This design comes from an exercise in tuning for small area on the open sky130 flow, not from production work.
The RTL was checked by simulation tests, not by an equivalence proof against the original design.
No activity file was given, so power comes from the tool's default toggle rates.

==> flow/design.v, too long to show whole: its modules and the start of the top module <==
// module project: 461 lines
// module BIGFSM: 245 lines
// module clearAll: 64 lines
// module counter: 10 lines
// module seven_seg_decoder: 11 lines
// module theCounter: 9 lines
// module RateDivider: 16 lines
// module DisplayCounter: 27 lines
// module car1: 45 lines
// module datapath1: 105 lines
// module FSM1: 57 lines
// module car2: 44 lines
// module datapath: 105 lines
// module FSM: 69 lines
// module car3: 44 lines
// module datapath2: 105 lines
// module FSM2: 57 lines
// module car4: 44 lines
// module datapath4: 105 lines
// module FSM4: 57 lines
// module car5: 45 lines
// module datapathcar5: 105 lines
// module FSMcar5: 57 lines
// module car6: 44 lines
// module datapathcar6: 105 lines
// module FSMcar6: 69 lines
// module car7: 44 lines
// module datapathcar7: 105 lines
// module FSMcar7: 57 lines
// module car8: 44 lines
// module datapathcar8: 105 lines
// module FSMcar8: 57 lines
// module car11: 45 lines
// module datapath11: 105 lines
// module FSM11: 57 lines
// module car12: 44 lines
// module datapath12: 105 lines
// module FSM12: 57 lines
// module motocar9: 48 lines
// module datapathcar9: 121 lines
// module FSMcar9: 57 lines
// module motocar10: 48 lines
// module datapathcar10: 121 lines
// module FSMcar10: 57 lines
// module human: 46 lines
// module locationCounter: 69 lines
// module drawPeople: 87 lines
// module FSMPeople: 49 lines
// module comparator: 336 lines
// module background: 51 lines
// module datapath3: 95 lines
// module FSM3: 80 lines
// module menu: 27 lines
// module datapathm: 232 lines
// module FSMm: 99 lines
// module crush: 27 lines
// module datapathcrush: 232 lines
// module FSMcrush: 99 lines
// module endgame: 30 lines
// module datapathe: 178 lines
// ... 4 more modules
module project(
		CLOCK_50,						 
      KEY,
      SW,
		plot,
		x,
		y,
		colour,
		HEX0,
		HEX1,
		HEX2
	   );
  // ...
==> flow/run.sh <==
#!/bin/bash
# synth_recipe.tcl (not shown) runs the flow's synth.tcl, then flattens the netlist and writes it again
# the make line also repeats each setting of config.mk as NAME=value (left out here)
make -C /OpenROAD-flow-scripts/flow DESIGN_CONFIG=/design/flow/config.mk WORK_HOME=/design/flow/orfs CLKGATE_MAP_FILE= SYNTH_SCRIPT=/design/flow/synth_recipe.tcl finish
==> flow/config.mk <==
export PLATFORM = sky130hd
export DESIGN_NAME = project
export DESIGN_NICKNAME = project
export VERILOG_FILES = /design/flow/design.v
export SDC_FILE = /design/flow/constraint.sdc
export NUM_CORES = 4
export LEC_CHECK = 0
export CAP_MARGIN = 20
export CORE_MARGIN = 2
export CORE_UTILIZATION = 40
export SLEW_MARGIN = 20
==> flow/constraint.sdc <==
create_clock -name core_clock -period 10.0 [get_ports {CLOCK_50}]
set_input_delay 2.0000 -clock core_clock [delete_from_list [all_inputs] [get_ports {CLOCK_50}]]
set_output_delay 2.0000 -clock core_clock [all_outputs]
set_load 0.01 [all_outputs]
==> summary.md, run 1 <==
| Metric | Value |
|---|---|
| Status | complete, no violations |
| Cells after DPL | 10680 |
| Sequential share of power | 46.6% |
| Asr flop ratio synth | 0% |
| Max FFs per register | 28 |
| Required time of the critical path | 8.00 ns |
| Yosys warns | 52 |
| Most common cell in the netlist | nor2_1 |
| Final Wtd Congestion | 1.026 |
| Synth unique cells | 95 |
| I/O pin count | 55 |
| Number of antenna-violating nets in the routed design | 0 |
| Inverter count | 380 |
| RSZ-0062 raised after global routing | no |
| Wl on met1 | 101300 µm |
| Max incr delay on CP | 0.88 ns |
| Wire per inst | 21.51 µm |
| Vias | 63550 |
| Switch Pwr | 0.001896 W |
| CTS tree | done |
| Critical path class | input pin to output port |
| Post-synthesis xor/xnor area fraction | 12.78% |
| Reg with most FFs | count0.t0.r0.q |
| PortBufs | 49 |
| Placed cell area | 71060 µm² |
| Full die area | 174500 µm² |
| GRT busiest layer | met2 |
| Hold Slack | 0.4495 ns |
==> module project, before the edit <==
module project(
		CLOCK_50,						 
      KEY,
      SW,
		plot,
		x,
		y,
		colour,
		HEX0,
		HEX1,
		HEX2
	   );
	input			CLOCK_50;				 
	input   [9:0]   SW;
	input   [3:0]   KEY;
	output			plot;
	output	[7:0]	x;
	output	[6:0]	y;
	output	[2:0]	colour;
	output [6:0]HEX0, HEX1, HEX2;
	wire resetn;
	assign resetn = KEY[0];
	reg [2:0] colour;
	reg [7:0] x;
	reg [6:0] y;
	reg writeEn;
	assign plot = writeEn;
    wire [2:0] colourBg, colour1, colour2, colour3, colour4,colour5,colour6,colour7,colour8,colour9,colour10,colour11,colour12, colourp, coloure,colourm, colourClear,colourentrance,colourcrush;
	 wire [7:0]x0, x1,x2, x3, x4,x5,x6,x7,x8,x9,x10,x11,x12, xp, xm, xc,xe,xentrance,xcrush;
	 wire [6:0]y0, y1,y2, y3, y4,y5,y6,y7,y8,y9,y10,y11,y12, yp, ym, yc,ye,yentrance,ycrush;
	 wire finish_F0, finish_F1, finish_F2, finish_F3, finish_F4,finish_F5,finish_F6,finish_F7,finish_F8,finish_F9,finish_F10,finish_F11,finish_F12, finish_p, finish_e,finish_m, finish_c,finish_entrance,finish_crush;
	 wire writeEnBc, writeEn1, writeEn2, writeEn3, writeEn4,writeEn5,writeEn6,writeEn7,writeEn8,writeEn9,writeEn10,writeEn11,writeEn12, writeEnp, writeEnm, writeEnc,writeEne,writeEnentrance,writeEncrush;
	 wire ENbc, EN1,EN2, EN3, EN4,EN5,EN6,EN7,EN8,EN9,EN10,EN11,EN12, ENp, ENm, ENc,ENe,ENentrance,ENcrush;
	 wire resetCar;
	 wire [4:0] mux;
	 reg ENcount;
	 counter count0(
	 .CLOCK_50(CLOCK_50), 
	 .resetn(resetCar), 
	 .HEX0(HEX0), 
	 .HEX1(HEX1), 
	 .HEX2(HEX2),
	 .EN(ENcount));
	 always@(posedge CLOCK_50)
	 begin
		if(~resetCar)ENcount <= 0;
		else if(x_ori_h == 8'd26 && y_ori_h == 8'd21) ENcount <= 1;
		else if((endgame)||(crushed))ENcount <= 0;
	 end
	entrance entrance0(
		.resetn(resetCar),.clock(CLOCK_50), .EN(ENentrance),
		.plot(writeEnentrance),.finish(finish_entrance),
		.x(xentrance),
		.y(yentrance),
		.colour_out(colourentrance));
	 background b0(
		.resetn(resetCar),
		.clock(CLOCK_50),
		.EN(ENbc),
		.plot(writeEnBc),
		.finish(finish_F0),
		.x(x0),
		.y(y0),
		.colour_out(colourBg));
	menu m0(
	.resetn(resetCar), 
	.clock(CLOCK_50), 
	.EN(ENm),
	.plot(writeEnm), 
	.finish(finish_m), 
	.x(xm),
	.y(ym),
	.colour_out(colourm));
	crush crush0(
	.resetn(resetCar), 
	.clock(CLOCK_50), 
	.EN(ENcrush),
	.plot(writeEncrush), 
	.finish(finish_crush), 
	.x(xcrush),
	.y(ycrush),
	.colour_out(colourcrush));
	endgame e0(
	.resetn(resetCar), 
	.clock(CLOCK_50), 
	.EN(ENe),
	.plot(writeEne), 
	.finish(finish_e), 
	.x(xe),
	.y(ye),
	.colour_out(coloure));
	clearAll clear0 (
	.resetn(resetCar), 
	.clock(CLOCK_50), 
	.enable(ENc), 
	.finish_draw(finish_c), 
	.plot(writeEnc), 
	.output_x(xc), 
	.output_y(yc), 
	.colour_out(colourClear));
	 wire [7:0]x_ori_c1,x_ori_c2,x_ori_c3,x_ori_c4,x_ori_c5,x_ori_c6,x_ori_c7,x_ori_c8,x_ori_c9, x_ori_c10,x_ori_c11,x_ori_c12;
	 wire [6:0]y_ori_c9, y_ori_c10;
	 wire right, down,right1,down1;
      	car1 c1(
			.colour(3'b001),
			.resetn(resetCar),
			.clk(CLOCK_50),
			.EN(EN1),
			.plot(writeEn1),
			.finish_F1(finish_F1),
			.x(x1),
			.y(y1),
		   .colour_out(colour1),
			.x_ori(x_ori_c1));
	   	car2 c2(
			.colour(3'b010),
			.resetn(resetCar),
			.clk(CLOCK_50),
			.EN(EN2),
			.plot(writeEn2),
			.finish_F2(finish_F2),
			.x(x2),
			.y(y2),
		   .colour_out(colour2),
			.x_ori(x_ori_c2));
	   	car3 c3(
			.colour(3'b011),
			.resetn(resetCar),
			.clk(CLOCK_50),
			.EN(EN3),
			.plot(writeEn3),
			.finish_F3(finish_F3),
			.x(x3),
			.y(y3),
		   .colour_out(colour3),
			.x_ori(x_ori_c3));
			car4 c4(
			.colour(3'b100),
			.resetn(resetCar),
			.clk(CLOCK_50),
			.EN(EN4),
			.plot(writeEn4),
			.finish_F4(finish_F4),
			.x(x4),
			.y(y4),
		   .colour_out(colour4),
			.x_ori(x_ori_c4));
      	car5 c5(
			.colour(3'b101),
			.resetn(resetCar),
			.clk(CLOCK_50),
			.EN(EN5),
			.plot(writeEn5),
			.finish_F1(finish_F5),
			.x(x5),
			.y(y5),
		   .colour_out(colour5),
			.x_ori(x_ori_c5));
	   	car6 c6(
			.colour(3'b110),
			.resetn(resetCar),
			.clk(CLOCK_50),
			.EN(EN6),
			.plot(writeEn6),
			.finish_F2(finish_F6),
			.x(x6),
			.y(y6),
		   .colour_out(colour6),
			.x_ori(x_ori_c6));
	   	car7 c7(
			.colour(3'b111),
			.resetn(resetCar),
			.clk(CLOCK_50),
			.EN(EN7),
			.plot(writeEn7),
			.finish_F3(finish_F7),
			.x(x7),
			.y(y7),
		   .colour_out(colour7),
			.x_ori(x_ori_c7));
	   	car8 c8(
			.colour(3'b001),
			.resetn(resetCar),
			.clk(CLOCK_50),
			.EN(EN8),
			.plot(writeEn8),
			.finish_F3(finish_F8),
			.x(x8),
			.y(y8),
		   .colour_out(colour8),
			.x_ori(x_ori_c8));
		motocar9 c9(
		.colour(3'b110),
		.resetn(resetCar),
		.clk(CLOCK_50),
		.EN(EN9),
		.right(right), 
		.down(down),
		.plot(writeEn9),
		.finish_F1(finish_F9),
		.x(x9),
		.y(y9),
		.colour_out(colour9),
		.x_ori(x_ori_c9),
		.y_ori(y_ori_c9)
		);
		motocar10 c10(
		.colour(3'b110),
		.resetn(resetCar),
		.clk(CLOCK_50),
		.EN(EN10),
		.right(right1), 
		.down(down1),
		.plot(writeEn10),
		.finish_F1(finish_F10),
		.x(x10),
		.y(y10),
		.colour_out(colour10),
		.x_ori(x_ori_c10),
		.y_ori(y_ori_c10)
		);
      	car11 c11(
			.colour(3'b001),
			.resetn(resetCar),
			.clk(CLOCK_50),
			.EN(EN11),
			.plot(writeEn11),
			.finish_F1(finish_F11),
			.x(x11),
			.y(y11),
		   .colour_out(colour11),
			.x_ori(x_ori_c11));
	   	car12 c12(
			.colour(3'b011),
			.resetn(resetCar),
			.clk(CLOCK_50),
			.EN(EN12),
			.plot(writeEn12),
			.finish_F3(finish_F12),
			.x(x12),
			.y(y12),
		   .colour_out(colour12),
			.x_ori(x_ori_c12));
		wire [7:0] x_ori_h;
		wire [6:0] y_ori_h;
		human h1(
		.colour(SW[6:4]),
		.resetn(resetCar),
		.clk(CLOCK_50),
		.EN(ENp), 
		.left(SW[3]), 
		.right(SW[2]), 
		.up(SW[1]), 
		.down(SW[0]),
		.plot(writeEnp),
		.finish_P(finish_p),
		.x(xp),
		.y(yp),
		.x_ori(x_ori_h),
		.y_ori(y_ori_h),
		.colour_out(colourp));
		wire crushed, enCompare,level_up,endgame;
		comparator cmp0(
		.resetn(resetCar), 
		.clock(CLOCK_50), 
		.human_x(x_ori_h), 
		.car1_x(x_ori_c1),
		.car2_x(x_ori_c2),
		.car3_x(x_ori_c3),
		.car4_x(x_ori_c4),
		.car5_x(x_ori_c5),
		.car6_x(x_ori_c6),
		.car7_x(x_ori_c7),
		.car8_x(x_ori_c8),
		.car9_x(x_ori_c9),
		.car9_y(y_ori_c9),
		.right(right),
		.down(down),
		.car10_x(x_ori_c10),
		.car10_y(y_ori_c10),
		.car11_x(x_ori_c11),
		.car12_x(x_ori_c12),
		.right1(right1),
		.down1(down1),
		.human_y(y_ori_h), 
		.crushed(crushed),
		.enable(enCompare),
		.level_up(level_up),
		.endgame(endgame));
		BIGFSM F1(
		.finish_bc(finish_F0),
		.finish_F1(finish_F1), 
		.finish_F2(finish_F2),
		.finish_F3(finish_F3),
		.finish_F4(finish_F4),
		.finish_F5(finish_F5),
		.finish_F6(finish_F6),
		.finish_F7(finish_F7),
		.finish_F8(finish_F8),
		.finish_F9(finish_F9),
		.finish_F10(finish_F10),
		.finish_F11(finish_F11),
		.finish_F12(finish_F12),
		.finish_p(finish_p),
		.finish_m(finish_m),
		.finish_c(finish_c),
		.finish_e(finish_e),
		.finish_entrance(finish_entrance),
		.finish_crush(finish_crush),
		.clk(CLOCK_50),
		.resetn(resetn),
		.start(KEY[1]),
		.crushed(crushed),
		.level_up(level_up),
		.ENbc(ENbc),
		.EN1(EN1), 
		.EN2(EN2),
		.EN3(EN3),
		.EN4(EN4),
		.EN5(EN5),
		.EN6(EN6),
		.EN7(EN7),
		.EN8(EN8),
		.EN9(EN9),
		.EN10(EN10),
		.EN11(EN11),
		.EN12(EN12),
		.ENp(ENp),
		.ENm(ENm),
		.ENc(ENc),
		.ENe(ENe),
		.ENentrance(ENentrance),
		.ENcrush(ENcrush),
		.ENcompare(enCompare),
		.resetCar(resetCar),
		.mux(mux),
		.endgame(endgame));
			always @(*)
			begin
			   if (mux == 5'b00000)begin
					writeEn <= writeEnBc;
					x <= x0;
					y <= y0;
					colour <= colourBg;
					end
				else if (mux == 5'b00010)begin
					writeEn <= writeEn2;
					x <= x2;
					y <= y2;
					colour <= colour2;
					end
				else if (mux == 5'b00001)begin
					writeEn <= writeEn1;
					x <= x1;
					y <= y1;
					colour <= colour1;
					end
				else if (mux == 5'b00011)begin
					writeEn <= writeEn3;
					x <= x3;
					y <= y3;
					colour <= colour3;
					end
				else if (mux == 5'b00100)begin
					writeEn <= writeEn4;
					x <= x4;
					y <= y4;
					colour <= colour4;
					end
				else if (mux == 5'b00101)begin
					writeEn <= writeEnp;
					x <= xp;
					y <= yp;
					colour <= colourp;
					end
				else if (mux == 5'b00110)begin
					writeEn <= writeEnm;
					x <= xm;
					y <= ym;
					colour <= colourm;
					end
				else if (mux == 5'b00111)begin
					writeEn <= writeEnc;
					x <= xc;
					y <= yc;
					colour <= colourClear;
					end
				else if (mux == 5'b01000)begin
					writeEn <= writeEn5;
					x <= x5;
					y <= y5;
					colour <= colour5;
					end
				else if (mux == 5'b01001)begin
					writeEn <= writeEn6;
					x <= x6;
					y <= y6;
					colour <= colour6;
					end
				else if (mux == 5'b01010)begin
					writeEn <= writeEn7;
					x <= x7;
					y <= y7;
					colour <= colour7;
					end
				else if (mux == 5'b01011)begin
					writeEn <= writeEn8;
					x <= x8;
					y <= y8;
					colour <= colour8;
					end
				else if (mux == 5'b01100)begin
					writeEn <= writeEn9;
					x <= x9;
					y <= y9;
					colour <= colour9;
					end
				else if (mux == 5'b01101)begin
					writeEn <= writeEn10;
					x <= x10;
					y <= y10;
					colour <= colour10;
					end
				else if (mux == 5'b01110)begin
					writeEn <= writeEne;
					x <= xe;
					y <= ye;
					colour <= coloure;
					end
				else if (mux == 5'b01111)begin
					writeEn <= writeEnentrance;
					x <= xentrance;
					y <= yentrance;
					colour <= colourentrance;
					end
				else if (mux == 5'b10000)begin
					writeEn <= writeEn11;
					x <= x11;
					y <= y11;
					colour <= colour11;
					end
				else if (mux == 5'b10001)begin
					writeEn <= writeEn12;
					x <= x12;
					y <= y12;
					colour <= colour12;
					end
				else if (mux == 5'b10010)begin
					writeEn <= writeEncrush;
					x <= xcrush;
					y <= ycrush;
					colour <= colourcrush;
					end
				else begin
				   writeEn <= 0;
					x <= 0;
					y <= 0;
					colour <= 3'b000;
					end
			end
endmodule
==> run 2: changes to the inputs <==
==> flow/design.v (replaced) <==
module project(
	CLOCK_50,
	KEY,
	SW,
	plot,
	x,
	y,
	colour,
	HEX0,
	HEX1,
	HEX2
	);
	input          CLOCK_50;
	input  [9:0]   SW;
	input  [3:0]   KEY;
	output reg     plot;
	output [7:0]   x;
	output [6:0]   y;
	output reg [2:0] colour;
	output [6:0]   HEX0, HEX1, HEX2;
	wire clk = CLOCK_50;
	wire rn  = KEY[0];
	localparam S_CLR = 5'd0,  S_ENT = 5'd1,  S_BG  = 5'd2,
	           S_C1  = 5'd3,  S_C2  = 5'd4,  S_C21 = 5'd5,  S_C3  = 5'd6,
	           S_C4  = 5'd7,  S_C5  = 5'd8,  S_C6  = 5'd9,  S_C61 = 5'd10,
	           S_C7  = 5'd11, S_C8  = 5'd12, S_C9  = 5'd13, S_C91 = 5'd14,
	           S_C10 = 5'd15, S_C11 = 5'd16, S_C12 = 5'd17, S_HUM = 5'd18,
	           S_CRU = 5'd19, S_END = 5'd20;
	reg [4:0] st;
	reg [3:0] ph;
	reg [7:0] u;
	reg [6:0] v;
	reg [6:0] x1, x2, x3, x4, x5, x6, x7, x8, x11, x12;
	reg r2, r6;                   
	reg [7:0] x9, x10;            
	reg [6:0] y9, y10;
	reg [7:0] hx;                 
	reg [6:0] hy;
	reg [1:0] hq;                 
	reg [2:0] hcol;               
	reg fr1, frL, fe10;           
	reg level_up, crushed, endgame;
	reg right, down, right1, down1;
	wire iscar = (st >= S_C1) && (st <= S_C12);
	wire ismoto = (st == S_C9) || (st == S_C91) || (st == S_C10);
	wire iswide = (st == S_C2) || (st == S_C21) || (st == S_C6) || (st == S_C61);
	wire active = iscar && ((st < S_C9) || level_up);
	reg [7:0] cx;
	reg [6:0] cy;
	reg [2:0] ccol;
	reg [12:0] lterm;
	reg first;
	always @(*) begin
		cx = 8'd0; cy = 7'd0; ccol = 3'd0; lterm = 13'd0;
		first = 1'b0;
		case (st)
		S_C1:  begin cx = {1'b0,x1};  cy = 7'd27; ccol = 3'b001; lterm = 13'd168;  first = fr1; end
		S_C2,
		S_C21: begin cx = {1'b0,x2};  cy = 7'd60; ccol = 3'b010; lterm = 13'd420; end
		S_C3:  begin cx = {1'b0,x3};  cy = 7'd90; ccol = 3'b011; lterm = 13'd420;  first = fr1; end
		S_C4:  begin cx = {1'b0,x4};  cy = 7'd27; ccol = 3'b100; lterm = 13'd84;   first = fr1; end
		S_C5:  begin cx = {1'b0,x5};  cy = 7'd27; ccol = 3'b101; lterm = 13'd168;  first = fr1; end
		S_C6,
		S_C61: begin cx = {1'b0,x6};  cy = 7'd60; ccol = 3'b110; lterm = 13'd420; end
		S_C7:  begin cx = {1'b0,x7};  cy = 7'd90; ccol = 3'b111; lterm = 13'd420;  first = fr1; end
		S_C8:  begin cx = {1'b0,x8};  cy = 7'd90; ccol = 3'b001; lterm = 13'd4170; first = fr1; end
		S_C9:  begin cx = x9;  cy = y9;  ccol = 3'b110; lterm = 13'd167; first = frL; end
		S_C91: begin cx = x9;  cy = y9;  ccol = 3'b110; lterm = 13'd167; end
		S_C10: begin cx = x10; cy = y10; ccol = 3'b110; lterm = 13'd167; first = frL; end
		S_C11: begin cx = {1'b0,x11}; cy = 7'd45; ccol = 3'b001; lterm = 13'd18;  first = frL; end
		S_C12: begin cx = {1'b0,x12}; cy = 7'd75; ccol = 3'b011; lterm = 13'd45;  first = frL; end
		default: ;
		endcase
	end
	wire [12:0] R = {v[4:0], u};
	wire [12:0] lend = lterm + first;
	wire mfe = ((st == S_C91) && frL) || ((st == S_C10) && fe10);
	wire erase_done = ismoto ? (mfe ? (R == 13'd0) : (R == 13'd4)) :
	                  iswide ? (R == 13'd64) : (R == 13'd32);
	wire draw_done = (R == lend);
	reg [7:0] nhx;
	reg [6:0] nhy;
	always @(*) begin
		nhx = hx; nhy = hy;
		if (hx == 8'd133) begin
			if (SW[3]) nhx = hx - 1'b1;
		end else if (hx == 8'd26) begin
			if (SW[2]) nhx = hx + 1'b1;
		end else begin
			if (SW[3]) nhx = hx - 1'b1;
			else if (SW[2]) nhx = hx + 1'b1;
		end
		if (hy == 7'd9 || hy == 7'd5 || hx == 8'd9 || hx == 8'd4) begin
			nhx = 8'd26; nhy = 7'd21;
		end else if (hy == 7'd102) begin
			if (SW[1]) nhy = hy - 1'b1;
		end else if (hy == 7'd21) begin
			if (SW[0]) nhy = hy + 1'b1;
		end else begin
			if (SW[1]) nhy = hy - 1'b1;
			else if (SW[0]) nhy = hy + 1'b1;
		end
	end
	wire hmove = ((st == S_HUM) && (u == 8'd9)) ||
	             ((st == S_CLR) && (ph == 4'd1) && (v == 7'd0) && (u == 8'd9));
	wire newxy = active && (ph == 4'd2);
	always @(posedge clk) begin
		if (!rn) begin
			st <= S_CLR; ph <= 4'd0; u <= 8'd0; v <= 7'd0;
			fr1 <= 1'b1; frL <= 1'b1; fe10 <= 1'b0;
		end else begin
			case (st)
			S_CLR: begin
				if (ph == 4'd0) begin
					ph <= 4'd1; u <= u + 1'b1;
				end else if (ph == 4'd1) begin
					if (u == 8'd160) begin
						u <= 8'd0;
						if (v == 7'd120) begin v <= 7'd0; ph <= 4'd2; end
						else v <= v + 1'b1;
					end else u <= u + 1'b1;
				end else begin
					st <= S_ENT; ph <= 4'd0; u <= 8'd0; v <= 7'd0;
				end
			end
			S_ENT: begin
				if (ph == 4'd0) ph <= 4'd1;
				else if (ph == 4'd5) begin st <= S_BG; ph <= 4'd0; end
				else begin
					if ((ph == 4'd1 && u == 8'd15 && v == 7'd15) ||
					    (ph == 4'd2 && u == 8'd7 && v == 7'd7) ||
					    (ph >= 4'd3 && u == 8'd1 && v == 7'd1)) begin
						ph <= ph + 1'b1; u <= 8'd0; v <= 7'd0;
					end else if ((ph == 4'd1 && u == 8'd15) ||
					             (ph == 4'd2 && u == 8'd7) ||
					             (ph >= 4'd3 && u == 8'd1)) begin
						u <= 8'd0; v <= v + 1'b1;
					end else u <= u + 1'b1;
				end
			end
			S_BG: begin
				if (ph == 4'd0) ph <= 4'd1;
				else if (ph == 4'd6) begin st <= S_C1; ph <= 4'd0; end
				else if (ph == 4'd5) begin
					if (u == 8'd1 && v == 7'd1) begin ph <= 4'd6; u <= 8'd0; v <= 7'd0; end
					else if (u == 8'd1) begin u <= 8'd0; v <= v + 1'b1; end
					else u <= u + 1'b1;
				end else begin
					if (((ph == 4'd1 || ph == 4'd2) && u == 8'd110) ||
					    ((ph == 4'd3 || ph == 4'd4) && u == 8'd84)) begin
						ph <= ph + 1'b1; u <= 8'd0;
					end else u <= u + 1'b1;
				end
			end
			S_HUM: begin
				if (u == 8'd17) begin st <= S_CRU; u <= 8'd0; end
				else u <= u + 1'b1;
			end
			S_CRU: begin
				if (!crushed && ph == 4'd0) st <= S_END;
				else if (ph == 4'd0) ph <= 4'd1;
				else if (ph != 4'd8) begin
					if ((ph == 4'd1 && v == 7'd20) ||
					    (ph == 4'd2 && v == 7'd30) ||
					    (ph == 4'd3 && v == 7'd10) ||
					    (ph == 4'd4 && v == 7'd4 && u == 8'd7) ||
					    (ph == 4'd5 && v == 7'd35) ||
					    (ph == 4'd6 && v == 7'd4 && u == 8'd7) ||
					    (ph == 4'd7 && v == 7'd3)) begin
						ph <= ph + 1'b1; u <= 8'd0; v <= 7'd0;
					end else if ((ph == 4'd1 && u == 8'd10) ||
					             (ph == 4'd2 && u == 8'd20) ||
					             (ph == 4'd3 && u == 8'd3) ||
					             (ph == 4'd4 && u == 8'd7) ||
					             (ph == 4'd5 && u == 8'd60) ||
					             (ph == 4'd6 && u == 8'd7) ||
					             (ph == 4'd7 && u == 8'd7)) begin
						u <= 8'd0; v <= v + 1'b1;
					end else u <= u + 1'b1;
				end
			end
			S_END: begin
				if (!endgame && ph == 4'd0) st <= S_BG;
				else if (ph == 4'd0) ph <= 4'd1;
				else if (ph != 4'd12) begin
					if ((ph == 4'd1 && v == 7'd25 && u == 8'd3) ||
					    (ph == 4'd2 && v == 7'd20 && u == 8'd3) ||
					    (ph == 4'd3 && v == 7'd15 && u == 8'd3) ||
					    (ph == 4'd4 && v == 7'd22 && u == 8'd3) ||
					    (ph == 4'd5 && v == 7'd25 && u == 8'd3) ||
					    (ph == 4'd6 && v == 7'd40 && u == 8'd7) ||
					    (ph == 4'd7 && v == 7'd40 && u == 8'd3) ||
					    (ph == 4'd8 && v == 7'd20 && u == 8'd3) ||
					    (ph == 4'd9 && v == 7'd20 && u == 8'd3) ||
					    (ph == 4'd10 && v == 7'd20 && u == 8'd3) ||
					    (ph == 4'd11 && v == 7'd40 && u == 8'd3)) begin
						ph <= ph + 1'b1; u <= 8'd0; v <= 7'd0;
					end else if ((ph == 4'd6 && u == 8'd7) || (ph != 4'd6 && u == 8'd3)) begin
						u <= 8'd0; v <= v + 1'b1;
					end else u <= u + 1'b1;
				end
			end
			default: begin  
				if (!active) st <= st + 1'b1;
				else case (ph)
				4'd0: ph <= 4'd1;
				4'd1: begin
					if (erase_done) ph <= 4'd2;
					{v[4:0], u} <= R + 1'b1;
				end
				4'd2: begin
					ph <= 4'd3;
					u <= ismoto ? 8'd0 : 8'd1; v <= 7'd0;
				end
				default: begin
					if (draw_done) begin
						st <= st + 1'b1; ph <= 4'd0; u <= 8'd0; v <= 7'd0;
						if (st == S_C8) fr1 <= 1'b0;
						if (st == S_C12) frL <= 1'b0;
						if (st == S_C10) fe10 <= frL;
					end else {v[4:0], u} <= R + 1'b1;
				end
				endcase
			end
			endcase
		end
	end
	always @(posedge clk) begin
		if (!rn) begin
			x1 <= 7'd27; x2 <= 7'd28; x3 <= 7'd47; x4 <= 7'd64; x5 <= 7'd102;
			x6 <= 7'd106; x7 <= 7'd87; x8 <= 7'd107; x11 <= 7'd45; x12 <= 7'd62;
			r2 <= 1'b1; r6 <= 1'b1;
			x9 <= 8'd30; y9 <= 7'd28; x10 <= 8'd60; y10 <= 7'd91;
			hx <= 8'd5; hy <= 7'd7;
			hq <= 2'd1;
		end else begin
			if (newxy) begin
				case (st)
				S_C1:  x1 <= (x1 == 7'd127) ? 7'd26 : x1 + 1'b1;
				S_C3:  x3 <= (x3 == 7'd127) ? 7'd26 : x3 + 1'b1;
				S_C4:  x4 <= (x4 == 7'd127) ? 7'd26 : x4 + 1'b1;
				S_C5:  x5 <= (x5 == 7'd127) ? 7'd26 : x5 + 1'b1;
				S_C7:  x7 <= (x7 == 7'd127) ? 7'd26 : x7 + 1'b1;
				S_C8:  x8 <= (x8 == 7'd127) ? 7'd26 : x8 + 1'b1;
				S_C11: x11 <= (x11 == 7'd127) ? 7'd26 : x11 + 1'b1;
				S_C12: x12 <= (x12 == 7'd127) ? 7'd26 : x12 + 1'b1;
				S_C2, S_C21: begin
					x2 <= r2 ? x2 + 1'b1 : x2 - 1'b1;
					if (r2 && x2 == 7'd64) r2 <= 1'b0;
					else if (!r2 && x2 == 7'd27) r2 <= 1'b1;
				end
				S_C6, S_C61: begin
					x6 <= r6 ? x6 + 1'b1 : x6 - 1'b1;
					if (r6 && x6 == 7'd118) r6 <= 1'b0;
					else if (!r6 && x6 == 7'd81) r6 <= 1'b1;
				end
				S_C9, S_C91: begin
					x9 <= right ? x9 + 1'b1 : x9 - 1'b1;
					y9 <= down ? y9 + 1'b1 : y9 - 1'b1;
				end
				S_C10: begin
					x10 <= right1 ? x10 + 1'b1 : x10 - 1'b1;
					y10 <= down1 ? y10 + 1'b1 : y10 - 1'b1;
				end
				default: ;
				endcase
			end
			if (hmove) begin hx <= nhx; hy <= nhy; end
			if (st == S_HUM && u != 8'd0 && u != 8'd9) hq <= hq + 1'b1;
		end
	end
	always @(posedge clk) begin
		if (!rn) hcol <= 3'b000;
		else if (st == S_HUM && u >= 8'd1 && u <= 8'd8) hcol <= 3'b000;
		else hcol <= SW[6:4];
	end
	wire [7:0] human_x = hx;
	wire [6:0] human_y = hy;
	wire [7:0] car1_x = {1'b0,x1}, car2_x = {1'b0,x2}, car3_x = {1'b0,x3}, car4_x = {1'b0,x4};
	wire [7:0] car5_x = {1'b0,x5}, car6_x = {1'b0,x6}, car7_x = {1'b0,x7}, car8_x = {1'b0,x8};
	wire [7:0] car11_x = {1'b0,x11}, car12_x = {1'b0,x12};
	wire [7:0] car9_x = x9, car10_x = x10;
	wire [6:0] car9_y = y9, car10_y = y10;
	always@(posedge clk)
	begin
		if (!rn) begin
			right <= 1'b1;
			down <= 1'b1;
		end
		else begin
		if (car9_x <= 8'd26)
			right <= 1'b1;
		if (car9_x >= 8'd130)
			right <= 1'b0;
		if ((car9_y >= 7'd27)&& (car9_y <= 7'd31))begin
			if (car9_x == car1_x + 7'd8) right <= 1'b1;
			if (car9_x + 2'd3 == car1_x) right <= 1'b0;
			if (car9_x == car4_x + 7'd8) right <= 1'b1;
			if (car9_x + 2'd3 == car4_x) right <= 1'b0;
			if (car9_x == car5_x + 7'd8) right <= 1'b1;
			if (car9_x + 2'd3 == car5_x) right <= 1'b0;
		end
		if ((car9_y >= 7'd45)&&(car9_y <= 7'd49))begin
			if ((car9_x == car11_x + 7'd8)) right <= 1'b1;
			if (car9_x + 2'd3 == car11_x) right <= 1'b0;
		end
		if((car9_y >= 7'd60) && (car9_y <= 7'd64))begin
			if (car9_x == car2_x + 7'd16) right <= 1'b1;
			if (car9_x + 2'd3 == car2_x) right <= 1'b0;
			if (car9_x == car6_x + 7'd16) right <= 1'b1;
			if (car9_x + 2'd3 == car6_x) right <= 1'b0;
		end
		if ((car9_y >= 7'd75)&&(car9_y <= 7'd79))begin
			if ((car9_x == car12_x + 7'd8)) right <= 1'b1;
			if (car9_x + 2'd3 == car12_x) right <= 1'b0;
		end
		if((car9_y >= 7'd90) && (car9_y <= 7'd94))begin
			if (car9_x == car3_x + 7'd8) right <= 1'b1;
			if (car9_x + 2'd3 == car3_x) right <= 1'b0;
			if (car9_x == car7_x + 7'd8) right <= 1'b1;
			if (car9_x + 2'd3 == car7_x) right <= 1'b0;
			if (car9_x == car8_x + 7'd8) right <= 1'b1;
			if (car9_x +2'd3 == car8_x) right <= 1'b0;
		end
		if (car9_y == 7'd24)
			down <= 1'b1;
		if (car9_y == 7'd26)begin
			if (((car9_x >= car1_x) && (car9_x <= car1_x + 8))||((car9_x >= car4_x)&&(car9_x <= car4_x+8))||((car9_x >= car5_x)&&(car9_x <= car5_x+8)))
				down <= 1'b0;
		end
		if (car9_y == 7'd32)begin
			if (((car9_x >= car1_x) && (car9_x <= car1_x + 8))||((car9_x >= car4_x)&&(car9_x <= car4_x+8))||((car9_x >= car5_x)&&(car9_x <= car5_x+8)))
				down <= 1'b1;
		end
		if (car9_y == 7'd45)begin
			if ((car9_x >= car11_x)&&(car9_x <= car11_x + 8))
				down <= 1'b0;
		end
		if (car9_y == 7'd49)begin
			if ((car9_x >= car11_x)&&(car9_x <= car11_x + 8))
				down <= 1'b1;
		end
		if (car9_y == 7'd59)begin
			if (((car9_x >= car2_x)&&(car9_x <= car2_x+16))||((car9_x >= car6_x)&&(car9_x <= car6_x + 16)))
				down <= 1'b0;
		end
		if (car9_y == 7'd65)begin
			if (((car9_x >= car2_x)&&(car9_x <= car2_x+16))||((car9_x >= car6_x)&&(car9_x <= car6_x + 16)))
				down <= 1'b1;
		end
		if (car9_y == 7'd75)begin
			if ((car9_x >= car12_x)&&(car9_x <= car12_x + 8))
				down <= 1'b0;
		end
		if (car9_y == 7'd79)begin
			if ((car9_x >= car12_x)&&(car9_x <= car12_x + 8))
				down <= 1'b1;
		end
		if (car9_y == 7'd89)begin
			if (((car9_x >= car3_x) && (car9_x <= car3_x + 8))||((car9_x >= car7_x)&&(car9_x <= car7_x+8))||((car9_x >= car8_x)&&(car9_x <= car8_x+8)))
				down <= 1'b0;
		end
		if (car9_y == 7'd95)begin
			if (((car9_x >= car3_x) && (car9_x <= car3_x + 8))||((car9_x >= car7_x)&&(car9_x <= car7_x+8))||((car9_x >= car8_x)&&(car9_x <= car8_x+8)))
				down <= 1'b1;
		end
		if (car9_y == 7'd103)begin
			down <= 1'b0;
		end
		end
	end
	always@(posedge clk)
	begin
		if (!rn) begin
			right1 <= 1'b1;
			down1 <= 1'b1;
		end
		else begin
		if (car10_x <= 8'd26)
			right1 <= 1'b1;
		if (car10_x >= 8'd130)
			right1 <= 1'b0;
		if ((car10_y >= 7'd27)&& (car10_y <= 7'd31))begin
			if (car10_x == car1_x + 7'd8) right1 <= 1'b1;
			if (car10_x + 2'd3 == car1_x) right1 <= 1'b0;
			if (car10_x == car4_x + 7'd8) right1 <= 1'b1;
			if (car10_x + 2'd3 == car4_x) right1 <= 1'b0;
			if (car10_x == car5_x + 7'd8) right1 <= 1'b1;
			if (car10_x + 2'd3 == car5_x) right1 <= 1'b0;
		end
		if ((car10_y >= 7'd45)&&(car10_y <= 7'd49))begin
			if ((car10_x == car11_x + 7'd8)) right1 <= 1'b1;
			if (car10_x + 2'd3 == car11_x) right1 <= 1'b0;
		end
		if((car10_y >= 7'd60) && (car10_y <= 7'd64))begin
			if (car10_x == car2_x + 7'd16) right1 <= 1'b1;
			if (car10_x + 2'd3 == car2_x) right1 <= 1'b0;
			if (car10_x == car6_x + 7'd16) right1 <= 1'b1;
			if (car10_x + 2'd3 == car6_x) right1 <= 1'b0;
		end
		if ((car10_y >= 7'd75)&&(car10_y <= 7'd79))begin
			if ((car10_x == car12_x + 7'd8)) right1 <= 1'b1;
			if (car10_x + 2'd3 == car12_x) right1 <= 1'b0;
		end
		if((car10_y >= 7'd90) && (car10_y <= 7'd94))begin
			if (car10_x == car3_x + 7'd8) right1 <= 1'b1;
			if (car10_x + 2'd3 == car3_x) right1 <= 1'b0;
			if (car10_x == car7_x + 7'd8) right1 <= 1'b1;
			if (car10_x + 2'd3 == car7_x) right1 <= 1'b0;
			if (car10_x == car8_x + 7'd8) right1 <= 1'b1;
			if (car10_x +2'd3 == car8_x) right1 <= 1'b0;
		end
		if (car10_y == 7'd24)
			down1 <= 1'b1;
		if (car10_y == 7'd26)begin
			if (((car10_x >= car1_x) && (car10_x <= car1_x + 8))||((car10_x >= car4_x)&&(car10_x <= car4_x+8))||((car10_x >= car5_x)&&(car10_x <= car5_x+8)))
				down1 <= 1'b0;
		end
		if (car10_y == 7'd32)begin
			if (((car10_x >= car1_x) && (car10_x <= car1_x + 8))||((car10_x >= car4_x)&&(car10_x <= car4_x+8))||((car10_x >= car5_x)&&(car10_x <= car5_x+8)))
				down1 <= 1'b1;
		end
		if (car10_y == 7'd45)begin
			if ((car10_x >= car11_x)&&(car10_x <= car11_x + 8))
				down1 <= 1'b0;
		end
		if (car10_y == 7'd49)begin
			if ((car10_x >= car11_x)&&(car10_x <= car11_x + 8))
				down1 <= 1'b1;
		end
		if (car10_y == 7'd59)begin
			if (((car10_x >= car2_x)&&(car10_x <= car2_x+16))||((car10_x >= car6_x)&&(car10_x <= car6_x + 16)))
				down1 <= 1'b0;
		end
		if (car10_y == 7'd65)begin
			if (((car10_x >= car2_x)&&(car10_x <= car2_x+16))||((car10_x >= car6_x)&&(car10_x <= car6_x + 16)))
				down1 <= 1'b1;
		end
		if (car10_y == 7'd75)begin
			if ((car10_x >= car12_x)&&(car10_x <= car12_x + 8))
				down1 <= 1'b0;
		end
		if (car10_y == 7'd79)begin
			if ((car10_x >= car12_x)&&(car10_x <= car12_x + 8))
				down1 <= 1'b1;
		end
		if (car10_y == 7'd89)begin
			if (((car10_x >= car3_x) && (car10_x <= car3_x + 8))||((car10_x >= car7_x)&&(car10_x <= car7_x+8))||((car10_x >= car8_x)&&(car10_x <= car8_x+8)))
				down1 <= 1'b0;
		end
		if (car10_y == 7'd95)begin
			if (((car10_x >= car3_x) && (car10_x <= car3_x + 8))||((car10_x >= car7_x)&&(car10_x <= car7_x+8))||((car10_x >= car8_x)&&(car10_x <= car8_x+8)))
				down1 <= 1'b1;
		end
		if (car10_y == 7'd103)begin
			down1 <= 1'b0;
		end
		end
	end
	always@(posedge clk)
	begin
		if(!rn)
			level_up<= 1'b0;
		else if((human_x == 8'd133) && (human_y == 7'd102))
			level_up <= 1'b1;
	end
	always@(posedge clk)
	begin
	if(!rn)begin
		crushed <= 1'b0;
		endgame <= 1'b0;
		end
	else
		begin
		if((human_y >= 7'd27) && (human_y <= 7'd31))
			begin
			if((human_x <= car1_x + 7'd8) && (human_x >= car1_x))
				crushed <= 1'b1;
			else if ((human_x <= car5_x + 7'd8) && (human_x >= car5_x))
				crushed <= 1'b1;
			else if ((human_x <= car4_x + 7'd8) && (human_x >= car4_x))
				crushed <= 1'b1;
			end
		if (level_up)begin
			if ((human_y >= 7'd45)&&(human_y <= 7'd49))begin
				if ((human_x <= car11_x + 7'd8)&&(human_x >= car11_x))
					crushed <= 1'b1;
			end
			else if ((human_y >= 7'd75)&&(human_y <= 7'd79))begin
				if ((human_x >= car12_x)&&(human_x <= car12_x + 8'd8))
					crushed <= 1'b1;
			end
			else if ((human_y == car9_y)||(human_y + 1'b1 == car9_y))
			begin
				if  ((human_x >= car9_x) && (human_x <= car9_x + 1'd4))
					crushed <= 1'b1;
				if ((human_x + 1'b1 >= car9_x) && (human_x + 1'b1 <= car9_x + 1'd4))
					crushed <= 1'b1;
			end
			else if ((human_y == car10_y)||(human_y + 1'b1 == car10_y))
			begin
				if  ((human_x >= car10_x) && (human_x <= car10_x + 1'd4))
					crushed <= 1'b1;
				if ((human_x + 1'b1 >= car10_x) && (human_x + 1'b1 <= car10_x + 1'd4))
					crushed <= 1'b1;
			end
			else if ((human_x == 8'd133)&&(human_y == 7'd21))
				endgame <= 1'b1;
		end
		if((human_y >= 7'd60) && (human_y <= 7'd64))
			begin
			if((human_x <= car2_x + 7'd16) && (human_x >= car2_x))
				crushed <= 1'b1;
			else if((human_x <= car6_x + 7'd16) && (human_x >= car6_x))
				crushed <= 1'b1;
			end
		if((human_y >= 7'd90) && (human_y <= 7'd94))
			begin
			if((human_x <= car3_x + 7'd8) && (human_x >= car3_x))
				crushed <= 1'b1;
			else if((human_x <= car7_x + 7'd8) && (human_x >= car7_x))
				crushed <= 1'b1;
			else if((human_x <= car8_x + 7'd8) && (human_x >= car8_x))
				crushed <= 1'b1;
			end
		end
	end
	reg ENcount;
	always @(posedge clk) begin
		if (!rn) ENcount <= 1'b0;
		else if (hx == 8'd26 && hy == 7'd21) ENcount <= 1'b1;
		else if (endgame || crushed) ENcount <= 1'b0;
	end
	reg [15:0] rdiv;
	reg [3:0] d0, d1, d2;
	wire tick = (rdiv == 16'd0);
	always @(posedge clk) begin
		if (!rn) rdiv <= 16'd49999;
		else if (tick) rdiv <= 16'd49999;
		else if (ENcount) rdiv <= rdiv - 1'b1;
	end
	always @(posedge clk) begin
		if (!rn) begin d0 <= 4'd0; d1 <= 4'd0; d2 <= 4'd0; end
		else if (d0 == 4'd10) begin d0 <= 4'd0; d1 <= d1 + 1'b1; end
		else if (d1 == 4'd10) begin d1 <= 4'd0; d2 <= d2 + 1'b1; end
		else if (tick) d0 <= d0 + 1'b1;
	end
	seg7 s0(.c(d0), .LED(HEX0));
	seg7 s1(.c(d1), .LED(HEX1));
	seg7 s2(.c(d2), .LED(HEX2));
	reg [7:0] bx, ox;
	reg [6:0] by, oy;
	reg offen;
	wire [1:0] hqm = hq - 1'b1;
	always @(*) begin
		plot = 1'b0; bx = 8'd0; by = 7'd0; ox = 8'd0; oy = 7'd0; colour = 3'b000;
		offen = 1'b1;
		case (st)
		S_CLR: begin
			plot = (ph != 4'd0); ox = u; oy = v; offen = rn;
		end
		S_ENT: begin
			case (ph)
			4'd1: begin plot = 1'b1; ox = u; oy = v; colour = 3'b100; end
			4'd2: begin plot = 1'b1; bx = 8'd4; by = 7'd4; ox = u; oy = v;
			            colour = (v == 7'd0) ? 3'b100 : 3'b000; end
			4'd3: begin plot = 1'b1; bx = 8'd133; by = 7'd102; ox = u; oy = v;
			            colour = (u == 8'd0 && v == 7'd0) ? 3'b000 : 3'b110; end
			4'd4: begin plot = 1'b1; bx = 8'd133; by = 7'd21; ox = u; oy = v; colour = 3'b010; end
			default: ;
			endcase
		end
		S_BG: begin
			colour = 3'b100;
			case (ph)
			4'd1: begin plot = 1'b1; bx = 8'd25; by = 7'd20; ox = u; end
			4'd2: begin plot = 1'b1; bx = 8'd25; by = 7'd104; ox = u; end
			4'd3: begin plot = 1'b1; bx = 8'd25; by = 7'd20; oy = u[6:0]; end
			4'd4: begin plot = 1'b1; bx = 8'd135; by = 7'd20; oy = u[6:0]; end
			4'd5: begin plot = 1'b1; bx = 8'd133; by = 7'd21; ox = u; oy = v; end
			default: ;
			endcase
		end
		S_HUM: begin
			plot = (u != 8'd8) && (u != 8'd17);
			bx = hx; by = hy; colour = hcol; offen = rn;
			if (u == 8'd0 || u == 8'd9) begin ox = {7'd0, hqm[0]}; oy = {6'd0, hqm[1]}; end
			else begin ox = {7'd0, hq[0]}; oy = {6'd0, hq[1]}; end
		end
		S_CRU: begin
			colour = (ph == 4'd1 && u == 8'd0 && v == 7'd0) ? 3'b000 : 3'b011;
			ox = u; oy = v;
			plot = (ph != 4'd0) && (ph != 4'd8);
			case (ph)
			4'd1: begin bx = 8'd80;  by = 7'd50; end
			4'd2: begin bx = 8'd90;  by = 7'd40; end
			4'd3: begin bx = 8'd110; by = 7'd55; end
			4'd4: begin bx = 8'd87;  by = 7'd70; end
			4'd5: begin bx = 8'd113; by = 7'd35; end
			4'd6: begin bx = 8'd120; by = 7'd70; end
			4'd7: begin bx = 8'd83;  by = 7'd47; end
			default: ;
			endcase
		end
		S_END: begin
			colour = 3'b011;
			ox = u; oy = v;
			plot = (ph != 4'd0) && (ph != 4'd12);
			case (ph)
			4'd1:  begin bx = 8'd40;  by = 7'd40; end
			4'd2:  begin bx = 8'd44;  by = 7'd60; end
			4'd3:  begin bx = 8'd48;  by = 7'd50; end
			4'd4:  begin bx = 8'd52;  by = 7'd60; end
			4'd5:  begin bx = 8'd56;  by = 7'd40; end
			4'd6:  begin bx = 8'd70;  by = 7'd40; end
			4'd7:  begin bx = 8'd88;  by = 7'd40; end
			4'd8:  begin bx = 8'd92;  by = 7'd40; end
			4'd9:  begin bx = 8'd96;  by = 7'd50; end
			4'd10: begin bx = 8'd100; by = 7'd60; end
			4'd11: begin bx = 8'd104; by = 7'd40; end
			default: ;
			endcase
		end
		default: begin  
			if (active) begin
				plot = (ph == 4'd1) || (ph == 4'd3);
				bx = cx; by = cy; offen = rn;
				colour = (ph == 4'd3 && rn) ? ccol : 3'b000;
				if (ismoto) ox = {6'd0, u[1:0]};
				else if (iswide) begin ox = {4'd0, u[3:0]}; oy = {5'd0, u[5:4]}; end
				else begin ox = {5'd0, u[2:0]}; oy = {5'd0, u[4:3]}; end
			end
		end
		endcase
	end
	assign x = bx + (offen ? ox : 8'd0);
	assign y = by + (offen ? oy : 7'd0);
endmodule
module seg7 (LED, c);
	input [3:0] c;
	output [6:0] LED;
	assign LED[0] = ~c[3] & ~c[2] & ~c[1] & c[0] | ~c[3] & c[2] & ~c[1] & ~c[0] | c[3] & ~c[2] & c[1] & c[0] | c[3] & c[2] & ~c[1] & c[0];
	assign LED[1] = ~c[3] & c[2] & ~c[1] & c[0] | c[3] & c[2] & ~c[0] | c[3] & c[1] & c[0] | c[2] & c[1] & ~c[0];
	assign LED[2] = c[3] & c[2] & ~c[0] | c[3] & c[2] & c[1] | ~c[3] & ~c[2] & c[1] & ~c[0];
	assign LED[3] = ~c[3] & c[2] & ~c[1] & ~c[0] | ~c[3] & ~c[2] & ~c[1] & c[0] | c[2] & c[1] & c[0] | c[3] & ~c[2] & c[1] & ~c[0];
	assign LED[4] = ~c[3] & c[2] & ~c[1] | ~c[3] & c[0] | ~c[2] & ~c[1] & c[0];
	assign LED[5] = ~c[3] & ~c[2] & c[0] | ~c[3] & c[1] & c[0] | ~c[3] & ~c[2] & c[1] | c[3] & c[2] & ~c[1] & c[0];
	assign LED[6] = ~c[3] & ~c[2] & ~c[1] | c[3] & c[2] & ~c[1] & ~c[0] | ~c[3] & c[2] & c[1] & c[0];
endmodule
==> summary.md, run 2 <==
| Metric | Value |
|---|---|
| Post-synth EDFFs | 0 |
| Fin nets | 4094 |
| Initial antenna violation count | 3 |
| Total wire length | 103800 µm |
| CP startpoint | st[4] |
| DRC Markers | 0 |
| Vias in the first global route | 25330 |
| Syn nets | 4151 |
| Largest area contributor in the netlist | ha_1 |
| CTS Hold Buffers Added | 0 |
| Clk slew on worst S/H paths | 0.09 ns |
| Post-Synthesis Cells | 3643 |
| Remaining Overflow, GRT | 0 |
| Fin Setup TNS | 0 ns |
| Min Tclk post-route | 8.079 ns |
| Number of antenna-violating nets in the routed design | 0 (unchanged) |
| Crit-path max FO | 36 |
| Largest net degree at the start of global routing | 52 |
| Cells after DPL | 4440 (-58%) |
| MaxCap Viol Count | 0 |
| Final hold vios | 0 |
| Clock latency on the worst-skew pair | 0.51 ns |
| RSZ-0062 raised after global routing | no |
| Share of the synthesized area in the top cell type | 22.22% |
| First-pass GRT wire length | 157100 µm |
| Ratio of cells with drive above 1 in the final layout | 4.168% |
| Max VDD drop | 0.1395 mV |
| Initial drt markers | 3326 |
| Max-slew violation count | 0 |
| Synth unique cells | 99 (+4.2%) |
| Asr flop ratio synth | 0% (unchanged) |
| Status | complete, no violations |
| CTS tree | done |
| Skew final | 0.01362 ns |
| Commonest cells in the netlist | 485 x ha_1, 288 x a21oi_1, 287 x nor2_1 |
| I/O pin count | 55 (unchanged) |
| Fin util | 43.46% |
| P per Cell Area | 93.89 nW/µm² |
| Slew headroom | 23.91% |
| Flops & latches, synth | 196 |
| H-tree levels | 4 |
| Total clock sinks | 196 |
| Total GRT Usage | 29.05% |
| CTS root buf | clkbuf_16 |
| Dominant cells by area after synthesis | ha_1 22%, dfxtp_1 14%, xnor2_1 8.0% |
| Commonest cells after routing, fill and taps aside | 485 x ha_1, 288 x a21oi_1, 286 x nor2_1, 279 x nand2_1, 248 x xnor2_1 |
| Worst Setup End Kind | output port |
| Yosys warns | 5 (-90%) |
| Final Cycle Share | 80.79% |
| Cts bufs inserted | 17 |
| Leakage | 12.49 nW |
| Final Wtd Congestion | 0.9978 (-2.7%) |
| Worst min-delay path category | flip-flop to flip-flop |
| Highest clock rate | 123.8 MHz |
| CTS Buffer Depth | 2 |
| Syn-to-layout area delta | 7.223% |
| # setup viols final | 0 |
| Reg with most FFs | rdiv |
| Required time of the critical path | 8.00 ns (about the same) |
| CP startpoint kind | flip-flop |
| Drt pass-1 iters | 6 |
| Initial Util | 40.53% |
| Setup repair bufs after CTS | 0 |
| PortBufs | 48 (-2.0%) |
| Critical path class | flip-flop to output port |
| Syn Area/Cell | 7.498 µm² |
| FP Rows | 95 |
| Vias | 27890 (-56%) |
| Wire per inst | 23.21 µm (+7.9%) |
| Cell area after synthesis | 27320 µm² |
| CORE AREA | 67400 µm² |
| Avg Vias per Cell | 6.236 |
| FILL cells | 6877 |
| Most common cell after layout, fill and taps aside | ha_1 |
| Full die area | 70400 µm² (-60%) |
| DIE WIDTH | 265.3 µm |
| Final Non-Filler Cells | 4472 |
| Max FFs per register | 16 (-43%) |
| Reg2reg start | st[4] |
| Top FF cell, synth | dfxtp_1 |
| CP arrival | 6.08 ns |
| CTS resizes | 0 |
| ANT cells | 0 |
| Sequential-to-total area share from yosys stat | 14.36% |
| DP Wirelength | 74830 µm |
| Most common cell in the netlist | ha_1 |
| Die height | 265.3 µm |
| HP Start | fe10 |
| Slew @ Worst Pin | 1.138 ns |
-- run 2: path summary, 6_finish.rpt --
kind                             endpoint  slack, ns  depth (start not counted)
worst max-delay path                 y[6]       1.92                         18
worst min-delay path                 fe10       0.49                          2
worst max register to register  flip-flop       3.57                         19
worst min register to register       fe10       0.49                          2
-- run 2: critical path, stage by stage (launching register included) --
cell and delay [ns]:
dfxtp_1 1.05, nand3b_1 0.33, nor3_1 0.11, a221oi_1 0.84, nand2_1 0.49, nand2_1 0.16
nand2_1 0.11, nand2_1 0.21, o22ai_1 0.13, ha_1 0.22, fa_1 0.40, a21oi_1 0.17
nor2_1 0.06, nor2_1 0.15, o21bai_1 0.09, a21oi_1 0.17, xor2_1 0.18, xnor2_1 0.13
clkdlybuf4s50_1 0.55
-- run 2: where the power goes --
part | total, W | leakage, nW | internal, W | switching [W]
clock | 0.000754 | 0.302 | 0.000345 | 0.000408
combinational | 0.00114 | 10.6 | 0.000379 | 0.000759
sequential | 0.000858 | 1.59 | 0.000811 | 0.0000469
total | 0.00275 | 12.5 | 0.00154 | 0.00121
-- run 2: cells by family (layout without fill, tap and decap cells) --
kind of cell,count (synthesis),count (layout),synth area share (%)
compound gates,989,989,23.22
xor+xnor,320,320,10.26
fa+ha+maj,496,496,22.91
buf+inv,379,335,5.304
flops,196,196,14.36
mux,23,23,0.8428
simple gates,1240,1240,23.10
-- run 2: metrics by stage --
stage	hold WS, ns	total power [W]	worst slack [ns]	cell area (µm²)
finish	0.4885	0.002750	1.921	29290
detailed placement	0.4636	0.001963	2.653	28670
floorplan	0.4395	0.001589	3.956	27320
global placement	0.4603	0.001972	2.666	28660
CTS	0.4840	0.002721	2.061	29280
global route	0.5031	0.002870	1.561	29290
-- run 2: cell type report --
type / instances / area, µm² / share of cell area (%)
Timing Repair Buffer: 115 / 980.9 / 3.349
Multi-Input combinational cell: 3068 / 21960 / 74.97
Clock inverter: 15 / 190.2 / 0.6493
Inverter: 188 / 708.2 / 2.418
Tap cell: 873 / 1092 / 3.729
Clock buffer: 17 / 425.4 / 1.452
Sequential cell: 196 / 3935 / 13.44
-- run 2: per-layer routing --
layer	vias up	wire, µm	track usage [%]
li1	13140	-	-
met5	-	39	0
met3	253	9846	5.027
met1	13120	46560	41.05
met2	1367	42790	42.83
met4	6	4585	13.04

## afterwards: timing with drivers on the ports
Ports are ideal in the flow. The routed layouts listed here were re-timed in OpenROAD.
Step 1, drivers: a clkbuf_16 drives CLOCK_50 and a buf_2 each remaining input, both assumed.
Step 2 also shifts input and output timing later by t, the mid clock arrival at the registers, as if the neighbouring blocks saw the same clock.
Slacks: no drivers / after step 1 / after step 2; pairs: no drivers / after step 1.
| run | shift t [ns] | setup slack, ns | worst hold slack (ns) | worst setup path after step 2 | latest minus earliest clock arrival (ns) |
|---|---|---|---|---|---|
| run 1 | 0.830 | 1.335 / 1.136 / 1.136 | 0.450 / 0.450 / 0.450 | input to output | 0.043 / 0.042 |
| run 2 | 0.579 | 1.921 / 1.852 / 2.431 | 0.488 / 0.488 / 0.488 | register to output | 0.018 / 0.018 |
After both steps setup and hold are still met in every run listed. For run 1, which loses most, drivers alone change the setup slack by -0.199 ns; drivers and shift together by -0.199 ns.
